Context: an optimization exercise on an open-source flow, tuned for small area, a short achievable clock period and few clock cycles per item. The choices shown serve that exercise and are no tape-out recipe. At most, simulation tests tie the RTL to the original design; equivalence was not proved. For run 7, only the layout was checked, not whether the RTL still works. Power figures rest on the tool's default switching activity, not on a simulated workload.

### design.v
module non_restoring_div #(parameter N = 16) (
    input  logic clk, rst_n, start,
    input  logic [N-1:0] dividend, divisor,
    output logic [N-1:0] quotient, remainder,
    output logic ready
);
    localparam W = $clog2(N);
    function automatic logic [3:0] lead16(input logic [15:0] x);
        logic [3:0] v;
        logic [1:0] e [4];
        for (int k = 0; k < 4; k++) begin
            v[k] = |x[4*k +: 4];
            e[k] = x[4*k+3] ? 2'd3 : x[4*k+2] ? 2'd2 : x[4*k+1] ? 2'd1 : 2'd0;
        end
        lead16[3] = v[3] | v[2];
        lead16[2] = v[3] | (!v[2] & v[1]);
        lead16[1:0] = v[3] ? e[3] : v[2] ? e[2] : v[1] ? e[1] : e[0];
    endfunction
    function automatic logic [N:0] sub(input logic [N-1:0] x, y, input int M);
        logic [N-1:0] g, p;
        g = ~x & y;
        p = ~(x ^ y);
        for (int l = 0; (2 << l) <= M; l++)
            for (int i = 0; i < M; i++)
                if ((i + 1) % (2 << l) == 0) begin
                    g[i] = g[i] | (p[i] & g[i - (1 << l)]);
                    p[i] = p[i] & p[i - (1 << l)];
                end
        for (int l = $clog2(M) - 2; l >= 0; l--)
            for (int i = 0; i < M; i++)
                if ((i + 1) % (2 << l) == (1 << l) && i >= (2 << l)) begin
                    g[i] = g[i] | (p[i] & g[i - (1 << l)]);
                    p[i] = p[i] & p[i - (1 << l)];
                end
        sub = '0;
        sub[M] = g[M-1];
        sub[N-1:0] = x ^ y ^ {g[N-2:0], 1'b0};
    endfunction
    logic [N-1:0] r, d, q;
    logic [W-1:0] cnt;
    logic         busy, align;
    logic [N:0]   s;
    logic         below, accept, last;
    logic [W-1:0] amt;
    logic [N-1:0] rot;
    logic [N:0]   diff;
    assign s      = sub({{(N-W){1'b0}}, lead16(dividend)},
                        {{(N-W){1'b0}}, lead16(divisor)}, W);
    assign below  = s[W];
    assign accept = start && !busy && divisor != '0;
    logic step;
    assign step   = !align || cnt == '0;
    assign last   = align ? cnt == '0 : cnt == '1;
    assign amt    = cnt;
    logic [N-1:0] rot1, rot2, rot4;
    assign rot1 = amt[0] ? {d[N-2:0],    1'b0}  : d;
    assign rot2 = amt[1] ? {rot1[N-3:0], 2'b0}  : rot1;
    assign rot4 = amt[2] ? {rot2[N-5:0], 4'b0}  : rot2;
    assign rot  = amt[3] ? {rot4[N-9:0], 8'b0}  : rot4;
    assign diff   = sub(r, d, N);
    always_ff @(posedge clk or negedge rst_n) begin
        if (!rst_n) begin
            busy  <= 1'b0;
            ready <= 1'b0;
        end else if (accept) begin
            busy  <= !below;
            ready <= below;
        end else begin
            busy  <= busy && !last;
            ready <= busy && last;
        end
    end
    always_ff @(posedge clk) begin
        align <= !busy;
        if (!busy) begin
            r   <= dividend;
            d   <= divisor;
            q   <= '0;
            cnt <= s[W-1:0];
        end else begin
            if (step && !diff[N]) r <= diff[N-1:0];
            d   <= align ? rot : d >> 1;
            q   <= {q[N-2:0], step && !diff[N]};
            cnt <= cnt - 1'b1;
        end
    end
    assign quotient  = q;
    assign remainder = r;
endmodule
### flow/run.sh
#!/bin/bash
set -euo pipefail
export BUFFER_PORTS_ARGS="-buffer_cell sky130_fd_sc_hd__buf_1"
bash standard.sh ADDER_MAP_FILE= finish > flow.log 2>&1
### standard.sh
#!/bin/bash
# synth_recipe.tcl (not shown) runs the flow's synth.tcl, then flattens the netlist and writes it again
# the make line also repeats each setting of config.mk as NAME=value (left out here)
make -C /OpenROAD-flow-scripts/flow DESIGN_CONFIG=/design/flow/config.mk WORK_HOME=/design/flow/orfs CLKGATE_MAP_FILE= SYNTH_SCRIPT=/design/flow/synth_recipe.tcl "${@:-finish}"
### config.mk
export PLATFORM = sky130hd
export DESIGN_NAME = non_restoring_div
export DESIGN_NICKNAME = non_restoring_div
export VERILOG_FILES = /design/flow/design.v
export SDC_FILE = /design/flow/constraint.sdc
export NUM_CORES = 4
export LEC_CHECK = 0
export ABC_AREA = 1
export CAP_MARGIN = 20
export CORE_MARGIN = 2
export CORE_UTILIZATION = 50
export PLACE_DENSITY = 0.85
export SETUP_SLACK_MARGIN = 2.6
export SLEW_MARGIN = 70
### constraint.sdc
create_clock -name core_clock -period 5.0 [get_ports {clk}]
set_input_delay 1.0000 -clock core_clock [delete_from_list [all_inputs] [get_ports {clk}]]
set_output_delay 1.0000 -clock core_clock [all_outputs]
set_load 0.01 [all_outputs]
==> results of run 1 <==
cell type report:
| type | instances | share of cell area (%) |
|---|---|---|
| Timing Repair Buffer | 70 | 6.79 |
| Tap cell | 99 | 3.03 |
| Multi-Input combinational cell | 411 | 48.7 |
| Clock buffer | 5 | 1.68 |
| Inverter | 81 | 7.44 |
| Clock inverter | 3 | 0.704 |
| Sequential cell | 55 | 31.7 |
worst min-delay path by stage:
| stage | slack (ns) | endpoint | startpoint |
|---|---|---|---|
| 2_1_floorplan | 0.46 | q[10] | q[9] |
| 3_5_place_dp | 0.43 | q[8] | q[7] |
| 3_3_place_gp | 0.42 | q[9] | q[8] |
| 6_report | 0.44 | ready | rst_n |
| 5_1_grt | 0.43 | ready | rst_n |
| 4_1_cts | 0.43 | ready | rst_n |
power breakdown:
part,switching [mW],total (mW),internal [mW]
logic,1.20,1.81,0.618
registers,0.216,0.925,0.709
clock network,0.174,0.280,0.106
total,1.58,3.02,1.43
state kept, by name (all words and copies together), names as in the netlist:
register / count
busy: 1
d: 16
align: 1
cnt: 4
q: 16
r: 16
ready: 1
kinds of logic (layout without fill, tap and decap cells):
| logic type | count (synthesis) | count (layout) | synth area share (%) |
|---|---|---|---|
| and+or+nand+nor | 285 | 285 | 32.7 |
| AOI/OAI and AO/OA | 111 | 111 | 17.5 |
| buffers and inverters | 102 | 159 | 10.6 |
| DFF | 55 | 55 | 35.4 |
| xor gates and xnor gates | 13 | 13 | 3.12 |
| muxes | 2 | 2 | 0.549 |
critical path: stages (launching register included):
cell	delay (ns)
sky130_fd_sc_hd__edfxtp_1	0.44
sky130_fd_sc_hd__inv_1	0.09
sky130_fd_sc_hd__nand2_2	0.09
sky130_fd_sc_hd__o21ai_4	0.20
sky130_fd_sc_hd__nand2_2	0.09
sky130_fd_sc_hd__nand2_4	0.09
sky130_fd_sc_hd__nand2_2	0.05
sky130_fd_sc_hd__nand2_2	0.10
sky130_fd_sc_hd__nand2_2	0.07
sky130_fd_sc_hd__nand2_2	0.07
sky130_fd_sc_hd__nand2_2	0.06
sky130_fd_sc_hd__nand2_2	0.06
sky130_fd_sc_hd__nand2_2	0.06
sky130_fd_sc_hd__nand2_2	0.06
sky130_fd_sc_hd__nand2_1	0.06
sky130_fd_sc_hd__nand2_1	0.19
sky130_fd_sc_hd__nand2_8	0.17
layout by cell type, fill, tap and decap left out, types with 2 or more instances in the layout:
cell type,Yosys,routed
sky130_fd_sc_hd__o22ai_1,3,3
sky130_fd_sc_hd__nand2_1,155,154
sky130_fd_sc_hd__a21oi_1,26,26
sky130_fd_sc_hd__a31oi_1,8,8
sky130_fd_sc_hd__o21bai_1,2,2
sky130_fd_sc_hd__o21ai_1,2,3
sky130_fd_sc_hd__o21ai_0,51,50
sky130_fd_sc_hd__o311ai_0,4,2
sky130_fd_sc_hd__buf_4,0,2
sky130_fd_sc_hd__o21ai_2,2,2
sky130_fd_sc_hd__nor2_2,5,8
sky130_fd_sc_hd__nor3_1,4,4
sky130_fd_sc_hd__o211ai_1,2,2
sky130_fd_sc_hd__clkbuf_8,0,5
sky130_fd_sc_hd__inv_6,0,2
sky130_fd_sc_hd__inv_1,76,74
sky130_fd_sc_hd__a22oi_1,8,8
sky130_fd_sc_hd__mux2i_1,2,2
sky130_fd_sc_hd__inv_2,4,7
sky130_fd_sc_hd__or2_2,4,4
sky130_fd_sc_hd__xor2_1,8,8
sky130_fd_sc_hd__nand3_1,23,23
sky130_fd_sc_hd__o311ai_1,0,2
sky130_fd_sc_hd__xnor2_1,5,5
sky130_fd_sc_hd__nand2_2,15,15
sky130_fd_sc_hd__buf_1,1,67
sky130_fd_sc_hd__dfxtp_2,0,3
sky130_fd_sc_hd__nor2_1,73,70
sky130_fd_sc_hd__dfxtp_1,35,32
sky130_fd_sc_hd__edfxtp_1,18,18
routing by layer:
layer | share of wire [%] | GRT usage, % | wire, um | vias to the layer above
met1 | 44 | 32.3 | 4310 | 1731
met2 | 48 | 42.2 | 4730 | 143
met3 | 6.4 | 4.43 | 636 | 20
met4 | 2.2 | 8.82 | 218 | 0
li1 | - | - | - | 1922
met5 | 0 | 0 | 0 | -
stage by stage:
step | std cells | instance area [um2]
after floorplan | 568 | 3640
after global placement | 716 | 3960
after detailed placement | 716 | 3970
after CTS | 724 | 4070
after global routing | 724 | 4090
final | 724 | 4090
==> run notes, run 1 <==
die height=about 89 um; top cells by instance count after synthesis=155 x sky130_fd_sc_hd__nand2_1, 76 x sky130_fd_sc_hd__inv_1, 73 x sky130_fd_sc_hd__nor2_1, 51 x sky130_fd_sc_hd__o21ai_0, 35 x sky130_fd_sc_hd__dfxtp_1; Final Critical Period=around 2.2 ns; Synth Instances=568; Resized Gates After CTS=0; Setup WS pre-CTS=2.43 ns; final worst setup slack=about 2.8 ns; unrepaired setup endpoints after global routing=false; Async S/R FF share, synth=3.64%; fraction of layout cells with a size suffix above 1=a little under a tenth; clock sinks=55; post-synthesis net count=603; required time of the critical path=5.06 ns; area used by multi-input combinational logic=1990 um2; # Post-CTS Setup Buffers=0; fill cell instance count of the final layout=around 720; worst clock skew on the final layout=0.0172 ns; number of antenna violations at the first check in global routing=0; summed instance area of the synthesized netlist=roughly 3600 um2; RR Endpoint=r[3]; start point of the critical path=r[0]; GRT Residual Overflow=0; TritonCTS clock tree=yes; number of pins with negative max-slew slack in the final report=0; sum of routed wire length over all layers=9900 um; cell types with the largest area share after synthesis=sky130_fd_sc_hd__dfxtp_1 19%, sky130_fd_sc_hd__nand2_1 16%, sky130_fd_sc_hd__edfxtp_1 15%; drt drc=0; start of the worst register-to-register path=r[0]; combined global-route utilization of all metal layers=25.1%; H-Tree Level Count=2; worst hold path type=in -> async; Maximum Capacitance Violations=0; clock root buffer=sky130_fd_sc_hd__clkbuf_8; period utilisation layout=approximately 45%; Detail Route Antenna Nets=0; worst reg-to-reg setup slack=2.76 ns; drt via density=roughly 5.3; number of global-route vias before repair=approximately 3,500; achievable frequency=0.447 GHz; I/O Pins=68; critical path peak fanout=16; register cell area after layout=roughly 1300 um2; final core occ=57.3%; first-pass GRT wire length=15,600 um; Worst Tran Pin Value=0.432 ns; number of hold-slack violations in the final timing report=0; routability congestion estimate=slightly below 1; Cell Pwr Density=738 nW/um2; Critical Path Sink Type=flip-flop; area of the die=about 8000 um2; initial core utilization=between 50% and 60%; maximum number of buffers from clock root to sink=2; IO Port Bufs=67; worst setup path endpoint=r[3]; drt first-iter violations=about 330; number of synthesized flops with an enable pin=18; drt wl/cell=13.7 um; number of synthesized register bits=55; most frequently used flop master after synthesis=sky130_fd_sc_hd__dfxtp_1; worst-case vdd ir drop=0.290 mV; Pre-antenna DRT Iters=6; total chip power=a little over 3 mW; pin count of the biggest net entering global routing=40; Die W=approximately 90 um; library cell with the highest instance count after synthesis=sky130_fd_sc_hd__nand2_1; number of buffers inserted during clock tree synthesis=5; via count=~3,800; kind of critical path=reg -> reg; Max-Slew Margin vs Limit=a little over two thirds; WHS=approximately 0.44 ns; worst path arrival time=2.29 ns; Placement Rows=31; Static Leak=1.98 nW; number of diodes=0; largest area contributor in the synthesized netlist=sky130_fd_sc_hd__dfxtp_1; Post-DP HPWL=roughly 7400 um; core footprint=7140 um2; Yosys warning count=3; outcome=complete, no violations; final setup vio count=0; clock transition at the registers of the reported paths=0.11 ns; setup tns final=0 ns; share of Yosys cell area claimed by the top area cell type=approximately 19%; post-synthesis average cell area=roughly 6.4 um2; depth of the worst register-to-register path=16; worst-skew pair later-pin latency=0.33 ns; sequential element share of the synthesized area=around 35%; fin nets=659; distinct cell type count after synthesis=38; kind of start point of the critical path=flip-flop; count of hold buffers inserted by post-cts repair=0; Layout area overhead=12.2%
Testbench counts, summed over its fixed seeds: cycles 14,351, items 3,200.
==> run 2: changes to the inputs <==
--- a/config.mk
+++ b/config.mk
@@ -10,5 +10,5 @@
 export CORE_MARGIN = 2
 export CORE_UTILIZATION = 50
 export PLACE_DENSITY = 0.85
-export SETUP_SLACK_MARGIN = 2.6
-export SLEW_MARGIN = 70
+export SETUP_SLACK_MARGIN = 2.7
+export SLEW_MARGIN = 20
==> run 2 against run 1 <==
  * Still clean
  * Clock power hardly changed
  * Synthesized area did not move
  * Flip-flop and latch count unchanged
  * Critical path depth is the same
  * Fmax increased by 2.4%
  * Sequential share of layout area fell by 0.66 points
  * Power is 1.0% higher
  * Largest power group unchanged
==> run notes, run 2 <==
most common cell after layout, fill and taps aside=sky130_fd_sc_hd__nand2_1 (unchanged); Max-Slew Margin vs Limit=62.0% (was 70.7%); Static Leak=2.00 nW (was 1.98 nW); via count=3,873 (was 3,816); number of synthesized flops with an enable pin=18 (unchanged); total cell area at the placement stage=3960 um2 (was 3970 um2); first-pass GRT wire length=16,000 um (was 15,600 um); die height=89.4 um (unchanged); Layout area overhead=14.2% (was 12.2%); worst hold path type=in -> async (unchanged); post-synthesis net count=603 (unchanged); area of the die=7990 um2 (unchanged); unrepaired setup endpoints after global routing=true (was false); GRT Residual Overflow=0 (unchanged); period utilisation layout=43.7% (was 44.7%); most frequent cells in the layout=151 x sky130_fd_sc_hd__nand2_1, 76 x sky130_fd_sc_hd__inv_1, 67 x sky130_fd_sc_hd__buf_1 (was 154 x sky130_fd_sc_hd__nand2_1, 74 x sky130_fd_sc_hd__inv_1, 70 x sky130_fd_sc_hd__nor2_1); largest registers=d: 16 flops, q: 16 flops, r: 16 flops (unchanged); Post-Layout Inst Area=4160 um2 (was 4090 um2); combined global-route utilization of all metal layers=25.5% (was 25.1%); number of antenna violations at the first check in global routing=0 (unchanged); library cell with the highest instance count after synthesis=sky130_fd_sc_hd__nand2_1 (unchanged); total chip power=3.05 mW (was 3.02 mW); number of pins with negative max-slew slack in the final report=0 (unchanged); routability congestion estimate=0.964 (unchanged); fin nets=664 (was 659); Detail Route Antenna Nets=0 (unchanged); fill cell instance count of the final layout=712 (was 722); drt drc=0 (unchanged); worst path arrival time=2.23 ns (was 2.29 ns); Maximum Capacitance Violations=0 (unchanged); critical path peak fanout=8 (was 16); final setup vio count=0 (unchanged); number of global-route vias before repair=3,493 (was 3,471); clock root buffer=sky130_fd_sc_hd__clkbuf_8 (unchanged); TritonCTS clock tree=yes (unchanged); worst setup path endpoint=r[15] (was r[3]); Yosys warning count=3 (unchanged); IO Port Bufs=67 (unchanged); clock sinks=55 (unchanged); worst-skew pair later-pin latency=0.32 ns (was 0.33 ns); Final Critical Period=2.18 ns (was 2.24 ns); kind of critical path=reg -> reg (unchanged); distinct cell type count after synthesis=38 (unchanged); worst clock skew on the final layout=0.00989 ns (was 0.0172 ns); number of hold-slack violations in the final timing report=0 (unchanged); Pre-antenna DRT Iters=5 (was 6); initial core utilization=51.1% (unchanged); Placement Rows=31 (unchanged); Worst Tran Pin Value=0.563 ns (was 0.432 ns); Die W=89.4 um (unchanged); start of the worst register-to-register path=r[0] (unchanged); I/O Pins=68 (unchanged); top cells by instance count after synthesis=155 x sky130_fd_sc_hd__nand2_1, 76 x sky130_fd_sc_hd__inv_1, 73 x sky130_fd_sc_hd__nor2_1, 51 x sky130_fd_sc_hd__o21ai_0, 35 x sky130_fd_sc_hd__dfxtp_1 (unchanged); sequential element share of the synthesized area=35.4% (unchanged); maximum number of buffers from clock root to sink=2 (unchanged); core footprint=7140 um2 (unchanged); fraction of layout cells with a size suffix above 1=10.3% (was 9.12%); kind of start point of the critical path=flip-flop (unchanged); drt first-iter violations=416 (was 329); cell types with the largest area share after synthesis=sky130_fd_sc_hd__dfxtp_1 19%, sky130_fd_sc_hd__nand2_1 16%, sky130_fd_sc_hd__edfxtp_1 15% (unchanged); WHS=0.441 ns (was 0.437 ns); summed instance area of the synthesized netlist=3640 um2 (unchanged); area used by multi-input combinational logic=2040 um2 (was 1990 um2); start point of the critical path=r[0] (unchanged); sum of routed wire length over all layers=9980 um (was 9900 um); achievable frequency=0.458 GHz (was 0.447 GHz); pin count of the biggest net entering global routing=40 (unchanged); clock transition at the registers of the reported paths=0.11 ns (about the same); final core occ=58.3% (was 57.3%); setup tns final=0 ns (unchanged); post-synthesis average cell area=6.42 um2 (unchanged); number of diodes=0 (unchanged); Post-DP HPWL=7400 um (was 7410 um); Critical Path Sink Type=flip-flop (unchanged); outcome=complete, no violations (unchanged); number of buffers inserted during clock tree synthesis=5 (unchanged); register cell area after layout=1290 um2 (was 1300 um2); drt wl/cell=13.7 um (about the same); worst-case vdd ir drop=0.280 mV (was 0.290 mV); Synth Instances=568 (unchanged); RR Endpoint=r[15] (was r[3]); most frequently used flop master after synthesis=sky130_fd_sc_hd__dfxtp_1 (unchanged); depth of the worst register-to-register path=16 (unchanged); largest area contributor in the synthesized netlist=sky130_fd_sc_hd__dfxtp_1 (unchanged); required time of the critical path=5.05 ns (was 5.06 ns); drt via density=5.31 (was 5.27); worst reg-to-reg setup slack=2.82 ns (was 2.76 ns); H-Tree Level Count=2 (unchanged); number of synthesized register bits=55 (unchanged); share of Yosys cell area claimed by the top area cell type=19.2% (unchanged); Async S/R FF share, synth=3.64% (unchanged); Cell Pwr Density=732 nW/um2 (was 738 nW/um2)
run 2: cell counts after synthesis:
No cell type changed its count.
run 2: worst min path at each step:
stage                     slack (ns)   from  cells past startpoint     to
final                           0.44  rst_n                      1  ready
after global routing            0.43  rst_n                      1   busy
after CTS                       0.44  rst_n                      1  ready
after detailed placement        0.43   q[7]                      2   q[8]
after global placement          0.42   q[8]                      2   q[9]
after floorplan                 0.46   q[9]                      2  q[10]
run 2: report_power, final:
part           switching (mW)  internal [mW]
Sequential              0.212          0.706
Combinational            1.21          0.640
Clock                   0.171          0.106
Total                    1.60           1.45
run 2: cell families (layout without fill, tap and decap cells):
kind of cell / count (synthesis) / after routing / synth area share (%)
muxes: 2 / 2 / 0.549
buffers and inverters: 102 / 163 / 10.6
AOI/OAI and AO/OA: 111 / 111 / 17.5
and+or+nand+nor: 285 / 286 / 32.7
DFF: 55 / 55 / 35.4
xor gates and xnor gates: 13 / 13 / 3.12
run 2: layout make-up:
| class | count | share of cell area (%) |
|---|---|---|
| sequential | 55 | 31.0 |
| clock inverter | 3 | 0.691 |
| timing repair buffer | 74 | 7.30 |
| inverter | 81 | 7.39 |
| tap | 99 | 2.97 |
| multi-input combinational | 412 | 48.9 |
| clock buffer | 5 | 1.65 |
run 2: worst max-delay path: stages, from the launching register on:
cell and delay [ns]:
sky130_fd_sc_hd__edfxtp_1 0.43, sky130_fd_sc_hd__inv_1 0.08, sky130_fd_sc_hd__nand2_2 0.09, sky130_fd_sc_hd__o21ai_4 0.20
sky130_fd_sc_hd__nand2_2 0.09, sky130_fd_sc_hd__nand2_4 0.09, sky130_fd_sc_hd__nand2_2 0.05, sky130_fd_sc_hd__nand2_2 0.10
sky130_fd_sc_hd__nand2_2 0.07, sky130_fd_sc_hd__nand2_2 0.07, sky130_fd_sc_hd__nand2_2 0.06, sky130_fd_sc_hd__nand2_2 0.06
sky130_fd_sc_hd__nand2_2 0.06, sky130_fd_sc_hd__nand2_2 0.07, sky130_fd_sc_hd__nand2_1 0.06, sky130_fd_sc_hd__nand2_2 0.17
sky130_fd_sc_hd__nand2_4 0.14
run 2: per-layer routing:
layer / up-vias / global-route usage [%] / wire length, um
met2: 173 / 42.2 / 4870
met5: - / 0 / 0
met3: 11 / 3.79 / 692
met4: 0 / 7.33 / 122
met1: 1759 / 34.8 / 4300
li1: 1930 / - / -
run 2: repair_timing:
action / in CTS / in global routing
gates cloned: 0 / 1
setup endpoints to repair: 16 / 27
resized for setup: 2 / 18
buffers inserted: 0 / 4
pin swaps: 0 / 1
hold buffers: 0 / 0
run 2: per-stage QoR:
step | instances | setup slack (ns)
after floorplan | 568 | 2.82
after global placement | 716 | 2.44
after detailed placement | 716 | 2.37
after CTS | 724 | 2.76
after global routing | 729 | 2.70
final | 729 | 2.82
==> run 3: changes to the inputs <==
--- a/config.mk
+++ b/config.mk
@@ -10,5 +10,5 @@
 export CORE_MARGIN = 2
 export CORE_UTILIZATION = 50
 export PLACE_DENSITY = 0.85
-export SETUP_SLACK_MARGIN = 2.7
+export SETUP_SLACK_MARGIN = 2.55
 export SLEW_MARGIN = 20
==> run 3 against run 2 <==
  * Final cell count fell by 0.69%
  * Fmax is 2.9% lower
  * Register-to-register slack worse by 0.07 ns
  * Flip-flop and latch count stayed put
  * Non-clock buffer count shrank 4
  * Critical endpoint is now d[15]
  * Synthesized area is the same
  * Die area stayed put
  * Synthesized cell count unchanged
  * Still clean
  * Largest power group unchanged
  * Combinational power down 3%
==> run notes, run 3 <==
number of antenna violations at the first check in global routing=0 (unchanged); Detail Route Antenna Nets=0 (unchanged); Maximum Capacitance Violations=0 (unchanged); worst-case vdd ir drop=0.277 mV (was 0.280 mV); number of synthesized register bits=55 (unchanged); switching part of the total power=52.5% (was 52.4%); pin count of the biggest net entering global routing=40 (unchanged); area of the die=7990 um2 (unchanged); Post-DP HPWL=7400 um (unchanged); clock transition at the registers of the reported paths=0.12 ns (was 0.11 ns); final setup vio count=0 (unchanged); Placement Rows=31 (unchanged); required time of the critical path=5.09 ns (was 5.05 ns); Layout area overhead=11.9% (was 14.2%); maximum cell stage delay along the critical path=0.60 ns (was 0.43 ns); met1 Usage GRT=34.8% (unchanged); sum of routed wire length over all layers=9830 um (was 9980 um); met3 Usage GRT=3.79% (unchanged); met2 capacity usage during global routing=42.2% (unchanged); number of global-route vias before repair=3,493 (unchanged); critical-path cell with the highest stage delay=sky130_fd_sc_hd__dfxtp_1 (was sky130_fd_sc_hd__edfxtp_1); Internal=1.42 mW (was 1.45 mW); kind of cell adding the most delay to the critical path=compound AO/OA/AOI/OAI gates (was simple AND/OR/NAND/NOR gates); unrepaired setup endpoints after global routing=true (unchanged); H-Tree Level Count=2 (unchanged); largest area contributor in the synthesized netlist=sky130_fd_sc_hd__dfxtp_1 (unchanged); Max-Slew Margin vs Limit=58.1% (was 62.0%); Critical Path Sink Type=flip-flop (unchanged); Setup WS pre-CTS=2.37 ns (unchanged); combined global-route utilization of all metal layers=25.5% (unchanged); top cells by instance count after synthesis=155 x sky130_fd_sc_hd__nand2_1, 76 x sky130_fd_sc_hd__inv_1, 73 x sky130_fd_sc_hd__nor2_1, 51 x sky130_fd_sc_hd__o21ai_0, 35 x sky130_fd_sc_hd__dfxtp_1 (unchanged); largest registers=d: 16 flops, q: 16 flops, r: 16 flops (unchanged); clock root buffer=sky130_fd_sc_hd__clkbuf_8 (unchanged); fin nets=659 (was 664); cell types with the largest area share after synthesis=sky130_fd_sc_hd__dfxtp_1 19%, sky130_fd_sc_hd__nand2_1 16%, sky130_fd_sc_hd__edfxtp_1 15% (unchanged); summed instance area of the synthesized netlist=3640 um2 (unchanged); worst path arrival time=2.34 ns (was 2.23 ns); kind of critical path=reg -> reg (unchanged); fraction of layout cells with a size suffix above 1=7.84% (was 10.3%); Async S/R FF share, synth=3.64% (unchanged); setup tns final=0 ns (unchanged); initial core utilization=51.1% (unchanged); Synth Instances=568 (unchanged); number of pins with negative max-slew slack in the final report=0 (unchanged); TritonCTS clock tree=yes (unchanged); number of diodes=0 (unchanged); drt wl/cell=13.6 um (was 13.7 um); ordered list of cells on the worst path=clkinv_1 -> nand2_1 -> o21ai_0 -> nand2_1 -> o21ai_0 -> o311ai_0 (was inv_1 -> nand2_2 -> o21ai_4 -> nand2_2 -> nand2_4 -> nand2_2 -> nand2_2 -> nand2_2 -> nand2_2 -> nand2_2 -> nand2_2 -> nand2_2 -> nand2_2 -> nand2_1 -> nand2_2 -> nand2_4); share of Yosys cell area claimed by the top area cell type=19.2% (unchanged); clock sinks=55 (unchanged); most frequently used flop master after synthesis=sky130_fd_sc_hd__dfxtp_1 (unchanged); most frequent cells in the layout=154 x sky130_fd_sc_hd__nand2_1, 76 x sky130_fd_sc_hd__inv_1, 71 x sky130_fd_sc_hd__nor2_1 (was 151 x sky130_fd_sc_hd__nand2_1, 76 x sky130_fd_sc_hd__inv_1, 67 x sky130_fd_sc_hd__buf_1); switching power summed over all nets=1.57 mW (was 1.60 mW); routability congestion estimate=0.964 (unchanged); number of buffers inserted during clock tree synthesis=5 (unchanged); kind of start point of the critical path=flip-flop (unchanged); GRT Residual Overflow=0 (unchanged); sequential share of power=30.6% (was 30.1%); number of synthesized flops with an enable pin=18 (unchanged); share of power burned in the clock network=9.3% (was 9.1%); library cell with the highest instance count after synthesis=sky130_fd_sc_hd__nand2_1 (unchanged); I/O Pins=68 (unchanged); final worst setup slack=2.75 ns (was 2.82 ns); Die W=89.4 um (unchanged); total chip power=2.99 mW (was 3.05 mW); Cell Pwr Density=734 nW/um2 (was 732 nW/um2); number of hold-slack violations in the final timing report=0 (unchanged); # Post-CTS Setup Buffers=0 (unchanged); drt via density=5.31 (about the same); critical path peak fanout=18 (was 8); most common cell after layout, fill and taps aside=sky130_fd_sc_hd__nand2_1 (unchanged); worst clock skew on the final layout=0.00823 ns (was 0.00989 ns); worst hold path type=in -> async (unchanged); Pre-antenna DRT Iters=5 (unchanged); Static Leak=1.98 nW (was 2.00 nW); core footprint=7140 um2 (unchanged); IO Port Bufs=67 (unchanged); post-synthesis average cell area=6.42 um2 (unchanged); Gate power share=60.2% (was 60.8%); count of hold buffers inserted by post-cts repair=0 (unchanged); die height=89.4 um (unchanged); outcome=complete, no violations (unchanged); worst-skew pair later-pin latency=0.32 ns (about the same); sequential element share of the synthesized area=35.4% (unchanged); global route hottest layer=met2 (unchanged); period utilisation layout=45.0% (was 43.7%); Final Critical Period=2.25 ns (was 2.18 ns); Worst Tran Pin Value=0.627 ns (was 0.563 ns); Buf+Inv Stages, Crit Path=1 (unchanged); distinct cell type count after synthesis=38 (unchanged); drt first-iter violations=403 (was 416); maximum number of buffers from clock root to sink=2 (unchanged); Yosys warning count=3 (unchanged); drt drc=0 (unchanged); post-synthesis net count=603 (unchanged); first-pass GRT wire length=16,000 um (unchanged); via count=3,844 (was 3,873); achievable frequency=0.445 GHz (was 0.458 GHz)
-- run 3: cell counts after synthesis --
Identical to the previous run, type by type.
-- run 3: path summary, 6_finish.rpt --
| kind | start | endpoint | slack (ns) | cells after the start |
|---|---|---|---|---|
| worst min-delay path | rst_n | ready | 0.44 | 1 |
| min in group core_clock | q[1] | q[2] | 0.44 | 2 |
| max in group asynchronous | rst_n | busy | 4.44 | 1 |
| worst min register to register | q[1] | q[2] | 0.44 | 2 |
| worst max register to register | cnt[1] | d[15] | 2.75 | 6 |
| worst max-delay path | cnt[1] | d[15] | 2.75 | 6 |
-- run 3: layout make-up --
| type | instances | area (um2) |
|---|---|---|
| sequential | 55 | 1290 |
| clock inverter | 3 | 28.8 |
| inverter | 81 | 304 |
| fill | 732 | 3060 |
| tap | 99 | 124 |
| clock buffer | 5 | 68.8 |
| timing repair buffer | 70 | 274 |
| multi-input combinational | 411 | 1990 |
-- run 3: timing repair --
item                                    CTS  global route
endpoints found under the setup margin   16            19
resized for setup                         1             4
endpoints found under the hold margin     0             0
pin swaps                                 0             0
gates cloned                              0             0
-- run 3: cells by family after synthesis --
kind of cell | synth area share (%)
simple gates | 32.7
compound gates | 17.5
xor+xnor | 3.12
mux | 0.549
buf+inv | 10.6
flops | 35.4
-- run 3: routing by layer --
metal,wire [um],up-vias
met2,4750,150
met4,148,0
met1,4270,1762
met5,0,-
li1,-,1922
met3,656,10
-- run 3: power groups by stage --
| stage | sequential, mW | clock, mW | combinational [mW] |
|---|---|---|---|
| 2_1_floorplan | 0.866 | 0 | 1.38 |
| 3_3_place_gp | 0.916 | 0 | 1.70 |
| 3_5_place_dp | 0.924 | 0 | 1.75 |
| 4_1_cts | 0.914 | 0.283 | 1.76 |
| 5_1_grt | 0.945 | 0.299 | 2.03 |
| 6_report | 0.915 | 0.278 | 1.80 |
-- run 3: worst register-to-register path, delay by kind of cell (launching register included) --
family | cells | cell delay (ns)
buffers and inverters | 1 | 0.53
and+or+nand+nor | 2 | 0.26
DFF | 1 | 0.60
AOI/OAI and AO/OA | 3 | 0.64
-- run 3: metrics by stage --
step                      cell area, um2  hold slack (ns)  std cells  util [%]
final                               4080            0.439        724      57.1
after global routing                4080            0.432        724      57.1
after CTS                           4060            0.436        724      56.9
after detailed placement            3960            0.428        716      55.5
after global placement              3960            0.423        716      55.5
after floorplan                     3640            0.461        568         -
==> run 4: changes to the inputs <==
--- a/config.mk
+++ b/config.mk
@@ -9,6 +9,7 @@
 export CAP_MARGIN = 20
 export CORE_MARGIN = 2
 export CORE_UTILIZATION = 50
+export GPL_TIMING_DRIVEN = 0
 export PLACE_DENSITY = 0.85
-export SETUP_SLACK_MARGIN = 2.55
+export SETUP_SLACK_MARGIN = 2.65
 export SLEW_MARGIN = 20
==> run 4 against run 3 <==
  * Power increased by 3.6%
  * Synthesized cell count unchanged
  * Design area increased by 2.4%
  * Die area unchanged
  * Global-route usage increased by 2.0 points
  * Utilization increased by 1.3 points
==> run notes, run 4 <==
number of diodes=0 (unchanged); post-synthesis adder-cell area fraction=0% (unchanged); number of synthesized register bits=55 (unchanged); number of antenna violations at the first check in global routing=0 (unchanged); die height=89.4 um (unchanged); drt wl/cell=14.7 um (was 13.6 um); sequential element share of the synthesized area=35.4% (unchanged); required time of the critical path=5.22 ns (was 5.09 ns); fin nets=677 (was 659); share of power burned in the clock network=8.9% (was 9.3%); ordered list of cells on the worst path=buf_1 -> nor2_1 -> nand2_2 -> a22oi_1 -> nand2_2 -> nand2_2 -> o21ai_2 -> nand2_2 -> nand2_1 -> nand2_1 -> nand2_1 -> nand2_1 -> nand2_1 (was clkinv_1 -> nand2_1 -> o21ai_0 -> nand2_1 -> o21ai_0 -> o311ai_0); Yosys warning count=3 (unchanged); fraction of synthesized area in multiplexers=0.549% (unchanged); Layout area overhead=14.5% (was 11.9%); switching power summed over all nets=1.65 mW (was 1.57 mW); Buf+Inv Stages, Crit Path=1 (unchanged); Placement Rows=31 (unchanged); Worst Tran Pin Value=0.660 ns (was 0.627 ns); final core occ=58.5% (was 57.1%); clock transition at the registers of the reported paths=0.11 ns (was 0.12 ns); switching part of the total power=53.2% (was 52.5%); Cell Pwr Density=743 nW/um2 (was 734 nW/um2); Die W=89.4 um (unchanged); first-pass GRT wire length=16,800 um (was 16,000 um); maximum number of buffers from clock root to sink=2 (unchanged); worst hold path type=in -> async (unchanged); summed instance area of the synthesized netlist=3640 um2 (unchanged); worst reg-to-reg setup slack=2.82 ns (was 2.75 ns); distinct cell type count after synthesis=38 (unchanged); Maximum Capacitance Violations=0 (unchanged); library cell with the highest instance count after synthesis=sky130_fd_sc_hd__nand2_1 (unchanged); post-synthesis net count=603 (unchanged); worst clock skew on the final layout=0.0162 ns (was 0.00823 ns); number of buffers inserted during clock tree synthesis=5 (unchanged); Setup WS pre-CTS=2.34 ns (was 2.37 ns); number of non-filler instances in the completed layout=742 (was 724); kind of start point of the critical path=input pin (was flip-flop); number of synthesized flops with an enable pin=18 (unchanged); Max-Slew Margin vs Limit=56.0% (was 58.1%); I/O Pins=68 (unchanged); count of placed standard cells including taps=734 (was 716); clock root buffer=sky130_fd_sc_hd__clkbuf_8 (unchanged); Static Leak=2.00 nW (was 1.98 nW); simple-gate portion of the synthesized area=32.7% (unchanged); combined global-route utilization of all metal layers=27.5% (was 25.5%); RR Endpoint=r[5] (was d[15]); Pre-antenna DRT Iters=5 (unchanged); critical path peak fanout=6 (was 18); fill cell instance count of the final layout=735 (was 732); period utilisation layout=43.9% (was 45.0%); combinational family with the most area after synthesis=simple AND/OR/NAND/NOR gates (unchanged); Gate power share=63.8% (was 60.2%); most frequently used flop master after synthesis=sky130_fd_sc_hd__dfxtp_1 (unchanged); fraction of layout cells with a size suffix above 1=9.49% (was 7.84%); worst-case vdd ir drop=0.302 mV (was 0.277 mV); cell repeated most along the worst path=sky130_fd_sc_hd__nand2_1; clock sinks=55 (unchanged); Detail Route Antenna Nets=0 (unchanged); cell types with the largest area share after synthesis=sky130_fd_sc_hd__dfxtp_1 19%, sky130_fd_sc_hd__nand2_1 16%, sky130_fd_sc_hd__edfxtp_1 15% (unchanged); unrepaired setup endpoints after global routing=true (unchanged); worst-skew pair later-pin latency=0.33 ns (was 0.32 ns); final setup vio count=0 (unchanged); Internal=1.45 mW (was 1.42 mW); drt via density=5.33 (was 5.31); share of Yosys cell area claimed by the top area cell type=19.2% (unchanged); initial core utilization=51.1% (unchanged); largest area contributor in the synthesized netlist=sky130_fd_sc_hd__dfxtp_1 (unchanged); number of pins with negative max-slew slack in the final report=0 (unchanged); GRT Residual Overflow=0 (unchanged); Final Critical Period=2.20 ns (was 2.25 ns); kind of critical path=in -> reg (was reg -> reg); most common cell after layout, fill and taps aside=sky130_fd_sc_hd__nand2_1 (unchanged); critical-path cell with the highest stage delay=sky130_fd_sc_hd__a22oi_1 (was sky130_fd_sc_hd__dfxtp_1); setup tns final=0 ns (unchanged); parity-gate share of the synthesized area counting xor and xnor cells=3.12% (unchanged); start of the worst register-to-register path=r[0] (was cnt[1]); Critical Path Sink Type=flip-flop (unchanged); sequential share of power=27.4% (was 30.6%); drt first-iter violations=401 (was 403); outcome=complete, no violations (unchanged); depth of the worst register-to-register path=16 (was 6); core footprint=7140 um2 (unchanged); number of global-route vias before repair=3,547 (was 3,493); IO Port Bufs=67 (unchanged); sum of routed wire length over all layers=10,900 um (was 9830 um); TritonCTS clock tree=yes (unchanged); H-Tree Level Count=2 (unchanged); area of the die=7990 um2 (unchanged); via count=3,953 (was 3,844); Compound-Gate Fraction of Synth Area=17.5% (unchanged); final worst setup slack=2.80 ns (was 2.75 ns); # Post-CTS Setup Buffers=0 (unchanged); kind of cell adding the most delay to the critical path=simple AND/OR/NAND/NOR gates (was compound AO/OA/AOI/OAI gates); Post-DP HPWL=8300 um (was 7400 um); Synth Instances=568 (unchanged); most frequent cells in the layout=150 x sky130_fd_sc_hd__nand2_1, 75 x sky130_fd_sc_hd__inv_1, 68 x sky130_fd_sc_hd__buf_1 (was 154 x sky130_fd_sc_hd__nand2_1, 76 x sky130_fd_sc_hd__inv_1, 71 x sky130_fd_sc_hd__nor2_1); count of hold buffers inserted by post-cts repair=0 (unchanged); routability congestion estimate=0.970 (was 0.964); number of hold-slack violations in the final timing report=0 (unchanged); pin count of the biggest net entering global routing=20 (was 40); largest registers=d: 16 flops, q: 16 flops, r: 16 flops (unchanged); worst path arrival time=2.42 ns (was 2.34 ns); WHS=0.438 ns (was 0.439 ns); maximum cell stage delay along the critical path=0.34 ns (was 0.60 ns); top cells by instance count after synthesis=155 x sky130_fd_sc_hd__nand2_1, 76 x sky130_fd_sc_hd__inv_1, 73 x sky130_fd_sc_hd__nor2_1, 51 x sky130_fd_sc_hd__o21ai_0, 35 x sky130_fd_sc_hd__dfxtp_1 (unchanged); drt drc=0 (unchanged); Async S/R FF share, synth=3.64% (unchanged); achievable frequency=0.455 GHz (was 0.445 GHz); post-synthesis average cell area=6.42 um2 (unchanged)
==> run 4: cell counts after synthesis <==
No cell type changed its count.
==> run 4: kinds of logic after synthesis <==
group                     after synthesis
AOI/OAI and AO/OA                     111
DFF                                    55
xor gates and xnor gates               13
muxes                                   2
buffers and inverters                 102
and+or+nand+nor                       285
==> run 4: power groups by stage <==
stage | logic (mW) | registers (mW) | clock network [mW]
6_report | 1.98 | 0.850 | 0.275
5_1_grt | 2.20 | 0.871 | 0.288
4_1_cts | 1.92 | 0.844 | 0.273
3_5_place_dp | 1.90 | 0.857 | 0
3_3_place_gp | 1.85 | 0.851 | 0
2_1_floorplan | 1.38 | 0.866 | 0
==> run 4: metal layers <==
metal	wire (um)	up-vias	track usage (%)
met4	203	0	7.33
met5	0	-	0
li1	-	1958	-
met1	4810	1801	37.4
met2	5200	177	46.3
met3	685	17	3.51
==> run 4: worst max path at each step <==
stage	start	to	slack, ns	cells past startpoint
5_1_grt	divisor[11]	cnt[3]	2.62	15
6_report	dividend[14]	ready	2.80	13
3_3_place_gp	dividend[6]	cnt[3]	2.42	16
4_1_cts	dividend[6]	ready	2.74	16
2_1_floorplan	divisor[10]	ready	2.82	14
3_5_place_dp	r[7]	r[6]	2.34	16
==> run 4: through the flow <==
stage / power (mW) / instance area (um2)
6_report: 3.10 / 4170
5_1_grt: 3.36 / 4170
3_5_place_dp: 2.75 / 4020
3_3_place_gp: 2.70 / 4020
4_1_cts: 3.03 / 4120
2_1_floorplan: 2.25 / 3640
==> run 4: area by class of cell <==
cell class	count	area, um2	area share [%]
plain buffers	21	83.8	2.01
clock buffers	5	68.8	1.65
repair buffers	67	251	6.03
clock inverters	3	26.3	0.629
well taps	99	124	2.97
inverters	81	304	7.28
multi-input cells	411	2020	48.5
flip-flops and latches	55	1290	30.9
==> run 4: repair_timing <==
action                                  4_1_cts  5_1_grt
gates resized for setup                       2       16
cloned                                        0        0
endpoints found under the setup margin       16       19
pin swaps                                     0        1
==> run 5: changes to the inputs <==
--- a/config.mk
+++ b/config.mk
@@ -8,8 +8,7 @@
 export ABC_AREA = 1
 export CAP_MARGIN = 20
 export CORE_MARGIN = 2
-export CORE_UTILIZATION = 50
-export GPL_TIMING_DRIVEN = 0
-export PLACE_DENSITY = 0.85
+export CORE_UTILIZATION = 40
+export PLACE_DENSITY = 0.8
 export SETUP_SLACK_MARGIN = 2.65
 export SLEW_MARGIN = 20
==> run 5 against run 4 <==
  * Clock power down 2%
  * Synthesized area unchanged
  * Worst setup slack worse by 0.045 ns
  * Design area decreased by 0.15%
  * Routed wire length fell by 3.7%
  * Combinational power down 6%
  * Global-route usage shrank 6.6 points
  * Register-to-register slack about the same
  * Via count fell by 3.5%
==> run notes, run 5 <==
outcome=complete, no violations (unchanged); area of the die=9890 um2 (was 7990 um2); worst-skew pair later-pin latency=0.32 ns (was 0.33 ns); register cell area after layout=1290 um2 (unchanged); number of pins with negative max-slew slack in the final report=0 (unchanged); met1 Usage GRT=28.2% (was 37.4%); clock root buffer=sky130_fd_sc_hd__clkbuf_8 (unchanged); pin count of the biggest net entering global routing=57 (was 20); largest registers=d: 16 flops, q: 16 flops, r: 16 flops (unchanged); kind of cell adding the most delay to the critical path=simple AND/OR/NAND/NOR gates (unchanged); fill cell instance count of the final layout=936 (was 735); Yosys warning count=3 (unchanged); kind of start point of the critical path=input pin (unchanged); combined global-route utilization of all metal layers=20.9% (was 27.5%); required time of the critical path=5.21 ns (was 5.22 ns); Max-Slew Margin vs Limit=51.9% (was 56.0%); Static Leak=2.00 nW (about the same); drt drc=0 (unchanged); Worst Tran Pin Value=0.712 ns (was 0.660 ns); number of antenna violations at the first check in global routing=0 (unchanged); top cells by instance count after synthesis=155 x sky130_fd_sc_hd__nand2_1, 76 x sky130_fd_sc_hd__inv_1, 73 x sky130_fd_sc_hd__nor2_1, 51 x sky130_fd_sc_hd__o21ai_0, 35 x sky130_fd_sc_hd__dfxtp_1 (unchanged); distinct cell type count after synthesis=38 (unchanged); summed instance area of the synthesized netlist=3640 um2 (unchanged); post-synthesis net count=603 (unchanged); count of hold buffers inserted by post-cts repair=0 (unchanged); Post-DP HPWL=7920 um (was 8300 um); Compound-Gate Fraction of Synth Area=17.5% (unchanged); post-synthesis average cell area=6.42 um2 (unchanged); share of Yosys cell area claimed by the top area cell type=19.2% (unchanged); number of global-route vias before repair=3,592 (was 3,547); final worst setup slack=2.76 ns (was 2.80 ns); largest area contributor in the synthesized netlist=sky130_fd_sc_hd__dfxtp_1 (unchanged); initial core utilization=41.6% (was 51.1%); number of hold-slack violations in the final timing report=0 (unchanged); I/O Pins=68 (unchanged); Pre-antenna DRT Iters=7 (was 5); critical-path cell with the highest stage delay=sky130_fd_sc_hd__nor2_2 (was sky130_fd_sc_hd__a22oi_1); setup tns final=0 ns (unchanged); worst path arrival time=2.45 ns (was 2.42 ns); fraction of layout cells with a size suffix above 1=10.2% (was 9.49%); Cell Pwr Density=728 nW/um2 (was 743 nW/um2); clock transition at the registers of the reported paths=0.11 ns (about the same); number of diodes=0 (unchanged); first-pass GRT wire length=17,000 um (was 16,800 um); Critical Path Sink Type=flip-flop (unchanged); drt via density=5.18 (was 5.33); worst clock skew on the final layout=0.0164 ns (was 0.0162 ns); achievable frequency=0.446 GHz (was 0.455 GHz); number of buffers inserted during clock tree synthesis=5 (unchanged); fraction of synthesized area in multiplexers=0.549% (unchanged); H-Tree Level Count=2 (unchanged); Maximum Capacitance Violations=0 (unchanged); parity-gate share of the synthesized area counting xor and xnor cells=3.12% (unchanged); Buf+Inv Stages, Crit Path=1 (unchanged); drt first-iter violations=274 (was 401); GRT Residual Overflow=0 (unchanged); TritonCTS clock tree=yes (unchanged); routability congestion estimate=0.935 (was 0.970); library cell with the highest instance count after synthesis=sky130_fd_sc_hd__nand2_1 (unchanged); cell repeated most along the worst path=sky130_fd_sc_hd__nand2_1 (unchanged); simple-gate portion of the synthesized area=32.7% (unchanged); number of synthesized register bits=55 (unchanged); ordered list of cells on the worst path=buf_1 -> nor2_2 -> nand3_4 -> nand2_1 -> nand3_1 -> nand2_1 -> nor2_1 -> o21ai_2 -> nand2_2 -> nand2_1 -> nand2_1 -> nand3_1 -> nand2_1 (was buf_1 -> nor2_1 -> nand2_2 -> a22oi_1 -> nand2_2 -> nand2_2 -> o21ai_2 -> nand2_2 -> nand2_1 -> nand2_1 -> nand2_1 -> nand2_1 -> nand2_1); Setup WS pre-CTS=2.35 ns (was 2.34 ns); most frequent cells in the layout=152 x sky130_fd_sc_hd__nand2_1, 76 x sky130_fd_sc_hd__inv_1, 67 x sky130_fd_sc_hd__buf_1 (was 150 x sky130_fd_sc_hd__nand2_1, 75 x sky130_fd_sc_hd__inv_1, 68 x sky130_fd_sc_hd__buf_1); sum of routed wire length over all layers=10,500 um (was 10,900 um); kind of critical path=in -> reg (unchanged); met2 capacity usage during global routing=36.2% (was 46.3%); critical path peak fanout=5 (was 6); worst-case vdd ir drop=0.225 mV (was 0.302 mV); Die W=99.5 um (was 89.4 um); final setup vio count=0 (unchanged); IO Port Bufs=67 (unchanged); number of synthesized flops with an enable pin=18 (unchanged); drt wl/cell=14.2 um (was 14.7 um); Post-Layout Inst Area=4170 um2 (about the same); final core occ=47.6% (was 58.5%); total cell area at the placement stage=3970 um2 (was 4020 um2); die height=99.5 um (was 89.4 um); fin nets=663 (was 677); Placement Rows=34 (was 31); Synth Instances=568 (unchanged); post-synthesis adder-cell area fraction=0% (unchanged); most common cell after layout, fill and taps aside=sky130_fd_sc_hd__nand2_1 (unchanged); cell types with the largest area share after synthesis=sky130_fd_sc_hd__dfxtp_1 19%, sky130_fd_sc_hd__nand2_1 16%, sky130_fd_sc_hd__edfxtp_1 15% (unchanged); area used by multi-input combinational logic=2030 um2 (was 2020 um2); maximum cell stage delay along the critical path=0.19 ns (was 0.34 ns); WHS=0.438 ns (about the same); clock sinks=55 (unchanged); global route hottest layer=met2 (unchanged); core footprint=8760 um2 (was 7140 um2); combinational family with the most area after synthesis=simple AND/OR/NAND/NOR gates (unchanged); sequential element share of the synthesized area=35.4% (unchanged); Async S/R FF share, synth=3.64% (unchanged); Final Critical Period=2.24 ns (was 2.20 ns); worst hold path type=reg -> reg (was in -> async); unrepaired setup endpoints after global routing=false (was true); via count=3,816 (was 3,953); maximum number of buffers from clock root to sink=2 (unchanged); period utilisation layout=44.8% (was 43.9%); Detail Route Antenna Nets=0 (unchanged); met3 Usage GRT=2.95% (was 3.51%); Layout area overhead=14.3% (was 14.5%); most frequently used flop master after synthesis=sky130_fd_sc_hd__dfxtp_1 (unchanged)
[run 5: cell counts after synthesis]
No cell type changed its count.
[run 5: through the flow]
step                      cells  total power, mW
after floorplan             568             2.25
after global placement      725             2.67
after detailed placement    725             2.71
after CTS                   733             2.99
after global routing        737             3.33
final                       737             3.04
[run 5: final timing paths]
check	slack (ns)	to	cells past startpoint	start
max	2.76	busy	13	divisor[11]
max in group asynchronous	4.42	busy	1	rst_n
min in group asynchronous	0.45	ready	1	rst_n
max reg2reg	2.83	r[0]	16	r[0]
min	0.44	q[10]	2	q[9]
min reg2reg	0.44	q[10]	2	q[9]
[run 5: repair_timing]
action	CTS	global route
buffers inserted	0	4
setup endpoints to repair	16	28
pin swaps	0	1
hold endpoints to repair	0	0
gates resized for setup	2	18
[run 5: cell families after synthesis]
group | Yosys count
AND/OR/NAND/NOR | 285
AO/OA/AOI/OAI | 111
buffers and inverters | 102
flip-flops | 55
XOR/XNOR | 13
multiplexers | 2
[run 5: layout make-up]
class	instances	area share (%)
Clock inverter	3	0.690
Tap cell	108	3.24
Multi-Input combinational cell	411	48.8
Inverter	81	7.39
Sequential cell	55	31.0
Clock buffer	5	1.65
Timing Repair Buffer	74	7.30
[run 5: layer usage]
layer / vias to the layer above / wire (um)
li1: 1929 / -
met1: 1756 / 4750
met2: 119 / 5010
met3: 12 / 580
met4: 0 / 159
met5: - / 0
[run 5: worst reg2reg max path, delay by kind of cell (launching register included)]
kind,cells,cell delay [ns]
flip-flops,1,0.44
buffers and inverters,1,0.09
AND/OR/NAND/NOR,14,1.16
AO/OA/AOI/OAI,1,0.20
[run 5: report_power, final]
| part | switching (mW) | leakage [nW] | internal, mW |
|---|---|---|---|
| logic | 1.22 | 1.45 | 0.631 |
| clock network | 0.165 | 0.0502 | 0.104 |
| registers | 0.205 | 0.499 | 0.706 |
| total | 1.59 | 2.00 | 1.44 |
==> run 6: changes to the inputs <==
--- a/config.mk
+++ b/config.mk
@@ -8,7 +8,7 @@
 export ABC_AREA = 1
 export CAP_MARGIN = 20
 export CORE_MARGIN = 2
-export CORE_UTILIZATION = 40
-export PLACE_DENSITY = 0.8
-export SETUP_SLACK_MARGIN = 2.65
+export CORE_UTILIZATION = 60
+export PLACE_DENSITY = 0.9
+export SETUP_SLACK_MARGIN = 2.6
 export SLEW_MARGIN = 20
==> run 6 against run 5 <==
  * Still clean on timing, DRC and antenna
  * Count of clock-buffer cells in the layout increased by 1
  * Worst hold slack got worse by 0.0048 ns
  * Power decreased by 0.15%
  * Synthesized cell count unchanged
  * Sequential share of layout area increased by 0.73 points
  * Clock skew decreased by 0.0058 ns
  * Via count increased by 1.1%
  * Fmax decreased by 0.87%
  * Clock power increased by about 10%
  * Final cell count decreased by 5.0%
  * Largest power group unchanged
==> run notes, run 6 <==
depth of the worst register-to-register path=6 (was 16); number of buffers inserted during clock tree synthesis=5 (unchanged); worst-case vdd ir drop=0.402 mV (was 0.225 mV); number of hold-slack violations in the final timing report=0 (unchanged); area used by multi-input combinational logic=1990 um2 (was 2030 um2); count of hold buffers inserted by post-cts repair=0 (unchanged); Die W=81.9 um (was 99.5 um); IO Port Bufs=67 (unchanged); kind of cell adding the most delay to the critical path=simple AND/OR/NAND/NOR gates (unchanged); worst hold path stage count=2 (unchanged); drt via density=5.51 (was 5.18); Post-DP HPWL=7290 um (was 7920 um); most frequent cells in the layout=154 x sky130_fd_sc_hd__nand2_1, 76 x sky130_fd_sc_hd__inv_1, 69 x sky130_fd_sc_hd__nor2_1 (was 152 x sky130_fd_sc_hd__nand2_1, 76 x sky130_fd_sc_hd__inv_1, 67 x sky130_fd_sc_hd__buf_1); largest area contributor in the synthesized netlist=sky130_fd_sc_hd__dfxtp_1 (unchanged); Placement Rows=28 (was 34); required time of the critical path=5.26 ns (was 5.21 ns); Detail Route Antenna Nets=0 (unchanged); fraction of layout cells with a size suffix above 1=8.64% (was 10.2%); outcome=complete, no violations (unchanged); number of global-route vias before repair=3,433 (was 3,592); drt wl/cell=14.1 um (was 14.2 um); Pre-antenna DRT Iters=5 (was 7); first-pass GRT wire length=15,400 um (was 17,000 um); number of non-filler instances in the completed layout=700 (was 737); via count=3,859 (was 3,816); Layout area overhead=11.7% (was 14.3%); clock transition at the registers of the reported paths=0.11 ns (about the same); GRT Residual Overflow=0 (unchanged); unrepaired setup endpoints after global routing=true (was false); Cell Pwr Density=745 nW/um2 (was 728 nW/um2); pin count of the biggest net entering global routing=56 (was 57); sum of routed wire length over all layers=9850 um (was 10,500 um); register cell area after layout=1290 um2 (unchanged); core footprint=5890 um2 (was 8760 um2); Buf+Inv Stages, Crit Path=1 (unchanged); total chip power=3.03 mW (was 3.04 mW); most frequently used flop master after synthesis=sky130_fd_sc_hd__dfxtp_1 (unchanged); start point of the critical path=divisor[11] (unchanged); Async S/R FF share, synth=3.64% (unchanged); number of synthesized register bits=55 (unchanged); maximum cell stage delay along the critical path=0.18 ns (was 0.19 ns); Static Leak=1.98 nW (was 2.00 nW); cell types with the largest area share after synthesis=sky130_fd_sc_hd__dfxtp_1 19%, sky130_fd_sc_hd__nand2_1 16%, sky130_fd_sc_hd__edfxtp_1 15% (unchanged); Max-Slew Margin vs Limit=50.6% (was 51.9%); worst setup path endpoint=ready (was busy); sequential element share of the synthesized area=35.4% (unchanged); fill cell instance count of the final layout=535 (was 936); Final Critical Period=2.26 ns (was 2.24 ns); initial core utilization=61.9% (was 41.6%); final setup vio count=0 (unchanged); count of placed standard cells including taps=692 (was 725); top cells by instance count after synthesis=155 x sky130_fd_sc_hd__nand2_1, 76 x sky130_fd_sc_hd__inv_1, 73 x sky130_fd_sc_hd__nor2_1, 51 x sky130_fd_sc_hd__o21ai_0, 35 x sky130_fd_sc_hd__dfxtp_1 (unchanged); worst clock skew on the final layout=0.0106 ns (was 0.0164 ns); critical path peak fanout=5 (unchanged); post-synthesis average cell area=6.42 um2 (unchanged); drt drc=0 (unchanged); Synth Instances=568 (unchanged); start of the worst register-to-register path=cnt[1] (was r[0]); clock sinks=55 (unchanged); Setup WS pre-CTS=2.33 ns (was 2.35 ns); critical-path cell with the highest stage delay=sky130_fd_sc_hd__nand3_2 (was sky130_fd_sc_hd__nor2_2); RR Endpoint=d[15] (was r[0]); Yosys warning count=3 (unchanged); largest registers=d: 16 flops, q: 16 flops, r: 16 flops (unchanged); clock root buffer=sky130_fd_sc_hd__clkbuf_8 (unchanged); most common cell after layout, fill and taps aside=sky130_fd_sc_hd__nand2_1 (unchanged); Critical Path Sink Type=flip-flop (unchanged); routability congestion estimate=0.993 (was 0.935); number of pins with negative max-slew slack in the final report=0 (unchanged); I/O Pins=68 (unchanged); period utilisation layout=45.2% (was 44.8%); number of diodes=0 (unchanged); achievable frequency=0.442 GHz (was 0.446 GHz); library cell with the highest instance count after synthesis=sky130_fd_sc_hd__nand2_1 (unchanged); Maximum Capacitance Violations=0 (unchanged); number of antenna violations at the first check in global routing=0 (unchanged); summed instance area of the synthesized netlist=3640 um2 (unchanged); share of Yosys cell area claimed by the top area cell type=19.2% (unchanged); drt first-iter violations=394 (was 274); H-Tree Level Count=2 (unchanged); ordered list of cells on the worst path=buf_1 -> nor2_2 -> nand3_2 -> nand2_1 -> nand3_1 -> nand2_1 -> nor2_1 -> o21ai_2 -> nand2_2 -> nand2_1 -> nand2_1 -> nand2_1 -> nand2_1 -> nand2_1 (was buf_1 -> nor2_2 -> nand3_4 -> nand2_1 -> nand3_1 -> nand2_1 -> nor2_1 -> o21ai_2 -> nand2_2 -> nand2_1 -> nand2_1 -> nand3_1 -> nand2_1); die height=81.9 um (was 99.5 um); post-synthesis net count=603 (unchanged); distinct cell type count after synthesis=38 (unchanged); Worst Tran Pin Value=0.731 ns (was 0.712 ns); worst path arrival time=2.52 ns (was 2.45 ns); worst-skew pair later-pin latency=0.32 ns (about the same); cell count along the critical path=14 (was 13); kind of start point of the critical path=input pin (unchanged); TritonCTS clock tree=yes (unchanged); kind of critical path=in -> reg (unchanged); worst hold path type=reg -> reg (unchanged); combined global-route utilization of all metal layers=30.0% (was 20.9%); maximum number of buffers from clock root to sink=2 (unchanged); fin nets=659 (was 663); setup tns final=0 ns (unchanged); worst reg-to-reg setup slack=2.76 ns (was 2.83 ns); number of synthesized flops with an enable pin=18 (unchanged); cell repeated most along the worst path=sky130_fd_sc_hd__nand2_1 (unchanged); area of the die=6710 um2 (was 9890 um2); final worst setup slack=2.74 ns (was 2.76 ns)
## run 6: final cells by class
class,instances,area share (%)
Clock buffer,6,2.30
Clock inverter,2,0.430
Inverter,81,7.56
Multi-Input combinational cell,411,49.0
Sequential cell,55,31.7
Tap cell,75,2.30
Timing Repair Buffer,70,6.73
## run 6: layer usage
metal / vias up / wire length, um / global-route usage, %
li1: 1924 / - / -
met1: 1762 / 4300 / 39.3
met2: 160 / 4660 / 51.0
met3: 13 / 724 / 4.40
met4: 0 / 167 / 8.83
met5: - / 0 / 0
## run 6: tightest hold or removal path: stages (launching register included)
cell and delay [ns]:
sky130_fd_sc_hd__dfxtp_1 0.32, sky130_fd_sc_hd__nand2_1 0.06, sky130_fd_sc_hd__inv_1 0.03
## run 6: worst min path at each step
stage,start,end,slack [ns]
2_1_floorplan,q[9],q[10],0.46
3_3_place_gp,q[8],q[9],0.42
3_5_place_dp,q[12],q[13],0.43
4_1_cts,q[12],q[13],0.44
5_1_grt,rst_n,busy,0.45
6_report,q[12],q[13],0.43
## run 6: logic make-up after synthesis
| group | Yosys count | share of synthesized area, % |
|---|---|---|
| buffers and inverters | 102 | 10.6 |
| XOR/XNOR | 13 | 3.12 |
| AND/OR/NAND/NOR | 285 | 32.7 |
| AO/OA/AOI/OAI | 111 | 17.5 |
| multiplexers | 2 | 0.549 |
| flip-flops | 55 | 35.4 |
## run 6: report_power, final
part	leakage (nW)	internal (mW)	switching [mW]
clock network	0.0569	0.132	0.164
logic	1.43	0.608	1.23
registers	0.499	0.706	0.194
total	1.98	1.45	1.59
## run 6: through the flow
stage                     area (um2)  utilization, %  hold WS (ns)
after detailed placement        3930            66.8         0.425
final                           4070            69.2         0.433
after CTS                       4040            68.7         0.442
after floorplan                 3640               -         0.461
after global placement          3930            66.8         0.424
after global routing            4070            69.2         0.446
## run 6: what timing repair did
action | 4_1_cts | 5_1_grt
setup endpoints to repair | 16 | 23
hold endpoints to repair | 0 | 0
pin swaps | 0 | 0
buffers inserted | 0 | 0
cloned | 0 | 0
resized for setup | 1 | 9
==> run 7: changes to the inputs <==
--- a/design.v
+++ b/design.v
@@ -47,6 +47,8 @@
     assign s      = sub({{(N-W){1'b0}}, lead16(dividend)},
                         {{(N-W){1'b0}}, lead16(divisor)}, W);
     assign below  = s[W];
+    logic one;
+    assign one    = divisor == 1;
     assign accept = start && !busy && divisor != '0;
     logic step;
     assign step   = !align || cnt == '0;
@@ -63,8 +65,8 @@
             busy  <= 1'b0;
             ready <= 1'b0;
         end else if (accept) begin
-            busy  <= !below;
-            ready <= below;
+            busy  <= !below && !one;
+            ready <= below || one;
         end else begin
             busy  <= busy && !last;
             ready <= busy && last;
@@ -73,9 +75,9 @@
     always_ff @(posedge clk) begin
         align <= !busy;
         if (!busy) begin
-            r   <= dividend;
+            r   <= one ? '0 : dividend;
             d   <= divisor;
-            q   <= '0;
+            q   <= one ? dividend : '0;
             cnt <= s[W-1:0];
         end else begin
             if (step && !diff[N]) r <= diff[N-1:0];
--- a/config.mk
+++ b/config.mk
@@ -8,7 +8,7 @@
 export ABC_AREA = 1
 export CAP_MARGIN = 20
 export CORE_MARGIN = 2
-export CORE_UTILIZATION = 60
-export PLACE_DENSITY = 0.9
+export CORE_UTILIZATION = 50
+export PLACE_DENSITY = 0.85
 export SETUP_SLACK_MARGIN = 2.6
 export SLEW_MARGIN = 20
==> run 7 against run 6 <==
  * Final cell count rose by 6.6%
  * Synthesized cell count rose by 3.9%
  * Critical endpoint is now r[3]
  * Fmax fell by 3.0%
  * Flip-flop and latch count did not move
  * Register-to-register slack improved by 0.05 ns
  * Power rose by 6.0%
  * Die area rose by 25%
==> run notes, run 7 <==
largest registers=d: 16 flops, q: 16 flops, r: 16 flops (unchanged); Static Leak=1.93 nW (was 1.98 nW); number of antenna violations at the first check in global routing=0 (unchanged); Maximum Capacitance Violations=0 (unchanged); maximum number of buffers from clock root to sink=2 (unchanged); Cell Pwr Density=752 nW/um2 (was 745 nW/um2); number of buffers inserted during clock tree synthesis=5 (unchanged); largest area contributor in the synthesized netlist=sky130_fd_sc_hd__dfxtp_1 (unchanged); sequential element share of the synthesized area=33.7% (was 35.4%); post-synthesis net count=625 (was 603); share of Yosys cell area claimed by the top area cell type=18.3% (was 19.2%); Detail Route Antenna Nets=0 (unchanged); worst reg-to-reg setup slack=2.81 ns (was 2.76 ns); GRT Residual Overflow=0 (unchanged); worst-skew pair later-pin latency=0.32 ns (about the same); final worst setup slack=2.67 ns (was 2.74 ns); clock root buffer=sky130_fd_sc_hd__clkbuf_8 (unchanged); Final Critical Period=2.33 ns (was 2.26 ns); worst clock skew on the final layout=0.0113 ns (was 0.0106 ns); TritonCTS clock tree=yes (unchanged); clock transition at the registers of the reported paths=0.12 ns (was 0.11 ns); kind of critical path=in -> reg (unchanged); post-synthesis average cell area=6.50 um2 (was 6.42 um2); distinct cell type count after synthesis=46 (was 38); outcome=complete, no violations (unchanged); setup tns final=0 ns (unchanged); drt first-iter violations=310 (was 394); pin count of the biggest net entering global routing=45 (was 56); I/O Pins=68 (unchanged); sum of routed wire length over all layers=11,300 um (was 9850 um); Max-Slew Margin vs Limit=54.8% (was 50.6%); Setup WS pre-CTS=1.80 ns (was 2.33 ns); start of the worst register-to-register path=r[6] (was cnt[1]); drt via density=5.59 (was 5.51); via count=4,173 (was 3,859); fin nets=681 (was 659); worst path arrival time=2.43 ns (was 2.52 ns); drt drc=0 (unchanged); clock sinks=55 (unchanged); number of synthesized flops with an enable pin=18 (unchanged); IO Port Bufs=67 (unchanged); Pre-antenna DRT Iters=6 (was 5); cell types with the largest area share after synthesis=sky130_fd_sc_hd__dfxtp_1 18%, sky130_fd_sc_hd__nand2_1 16%, sky130_fd_sc_hd__edfxtp_1 14% (was sky130_fd_sc_hd__dfxtp_1 19%, sky130_fd_sc_hd__nand2_1 16%, sky130_fd_sc_hd__edfxtp_1 15%); number of hold-slack violations in the final timing report=0 (unchanged); Post-DP HPWL=8770 um (was 7290 um); most frequently used flop master after synthesis=sky130_fd_sc_hd__dfxtp_1 (unchanged); kind of start point of the critical path=input pin (unchanged); Placement Rows=31 (was 28); WHS=0.450 ns (was 0.433 ns); unrepaired setup endpoints after global routing=true (unchanged); first-pass GRT wire length=18,700 um (was 15,400 um); routability congestion estimate=0.982 (was 0.993); core footprint=7330 um2 (was 5890 um2); Die W=91.6 um (was 81.9 um); number of diodes=0 (unchanged); initial core utilization=52.3% (was 61.9%); summed instance area of the synthesized netlist=3830 um2 (was 3640 um2); most common cell after layout, fill and taps aside=sky130_fd_sc_hd__nand2_1 (unchanged); critical path peak fanout=15 (was 5); final setup vio count=0 (unchanged); start point of the critical path=divisor[13] (was divisor[11]); Yosys warning count=3 (unchanged); number of pins with negative max-slew slack in the final report=0 (unchanged); number of synthesized register bits=55 (unchanged); fraction of layout cells with a size suffix above 1=8.50% (was 8.64%); Synth Instances=590 (was 568); Worst Tran Pin Value=0.679 ns (was 0.731 ns); fill cell instance count of the final layout=672 (was 535); library cell with the highest instance count after synthesis=sky130_fd_sc_hd__nand2_1 (unchanged); final core occ=58.3% (was 69.2%); top cells by instance count after synthesis=162 x sky130_fd_sc_hd__nand2_1, 63 x sky130_fd_sc_hd__nor2_1, 62 x sky130_fd_sc_hd__inv_1, 50 x sky130_fd_sc_hd__o21ai_0, 35 x sky130_fd_sc_hd__dfxtp_1 (was 155 x sky130_fd_sc_hd__nand2_1, 76 x sky130_fd_sc_hd__inv_1, 73 x sky130_fd_sc_hd__nor2_1, 51 x sky130_fd_sc_hd__o21ai_0, 35 x sky130_fd_sc_hd__dfxtp_1); combined global-route utilization of all metal layers=27.4% (was 30.0%); die height=91.6 um (was 81.9 um); worst-case vdd ir drop=0.296 mV (was 0.402 mV); period utilisation layout=46.7% (was 45.2%); number of global-route vias before repair=4,057 (was 3,433); worst hold path type=in -> async (was reg -> reg); most frequent cells in the layout=161 x sky130_fd_sc_hd__nand2_1, 67 x sky130_fd_sc_hd__buf_1, 62 x sky130_fd_sc_hd__inv_1 (was 154 x sky130_fd_sc_hd__nand2_1, 76 x sky130_fd_sc_hd__inv_1, 69 x sky130_fd_sc_hd__nor2_1); H-Tree Level Count=2 (unchanged); area of the die=8380 um2 (was 6710 um2); Critical Path Sink Type=flip-flop (unchanged); required time of the critical path=5.09 ns (was 5.26 ns); Layout area overhead=11.5% (was 11.7%); drt wl/cell=15.1 um (was 14.1 um); Async S/R FF share, synth=3.64% (unchanged); total chip power=3.21 mW (was 3.03 mW); achievable frequency=0.429 GHz (was 0.442 GHz)
-- run 7: changes by cell type in the layout (fill, tap and decap cells not counted), moves of 7 or more --
cell                      previous run  this run
sky130_fd_sc_hd__nor2_1             69        61
sky130_fd_sc_hd__nand3_1            22        32
sky130_fd_sc_hd__inv_2               4        13
sky130_fd_sc_hd__nand2_2            15         4
sky130_fd_sc_hd__nand2_1           154       161
sky130_fd_sc_hd__o21ai_1             3        26
sky130_fd_sc_hd__inv_1              76        62
-- run 7: worst paths after layout --
path | cells past startpoint | end
max | 10 | r[3]
min | 1 | ready
max reg2reg | 12 | r[11]
min reg2reg | 2 | q[7]
max in group asynchronous | 1 | busy
min in group core_clock | 2 | q[7]
-- run 7: logic make-up after synthesis --
logic type	Yosys count	share of synthesized area, %
flip-flops	55	33.7
buffers and inverters	98	9.89
multiplexers	5	1.31
XOR/XNOR	9	2.06
AND/OR/NAND/NOR	288	33.0
AO/OA/AOI/OAI	135	20.0
-- run 7: power breakdown --
part	switching [mW]	internal, mW
combinational	1.27	0.665
clock	0.170	0.106
sequential	0.261	0.742
-- run 7: what timing repair did --
action                                  CTS  global route
hold buffers                              0             0
endpoints found under the setup margin   45            37
cloned                                    0             1
endpoints found under the hold margin     0             0
pin swaps                                 1             1
gates resized for setup                   2             8
buffers inserted                          1             0
-- run 7: final cells by class --
type                    instances  area, um2  area share (%)
clock buffers                   5       68.8            1.61
clock inverters                 3       28.8           0.674
inverters                      76        289            6.77
multi-input cells             437       2180            51.1
flip-flops and latches         55       1290            30.3
well taps                      99        124            2.90
repair buffers                 71        283            6.62
-- run 7: metrics by stage --
step / area, um2 / instances
5_1_grt: 4270 / 746
3_3_place_gp: 4130 / 736
2_1_floorplan: 3830 / 590
6_report: 4270 / 746
4_1_cts: 4240 / 745
3_5_place_dp: 4130 / 736
-- run 7: critical path, stage by stage --
cell and delay [ns]:
sky130_fd_sc_hd__buf_1 0.09, sky130_fd_sc_hd__inv_2 0.06, sky130_fd_sc_hd__nand2_1 0.09, sky130_fd_sc_hd__nor3_4 0.20
sky130_fd_sc_hd__inv_2 0.07, sky130_fd_sc_hd__nor2_4 0.15, sky130_fd_sc_hd__inv_2 0.07, sky130_fd_sc_hd__nor4_4 0.28
sky130_fd_sc_hd__inv_2 0.21, sky130_fd_sc_hd__a22o_1 0.21
-- run 7: routing by layer --
| layer | part of all wire, % | wire, um | GRT usage, % |
|---|---|---|---|
| met1 | 43 | 4910 | 36.2 |
| met2 | 47 | 5270 | 46.7 |
| met3 | 7.3 | 823 | 2.90 |
| met4 | 2.6 | 296 | 9.09 |
| met5 | 0 | 0 | 0 |
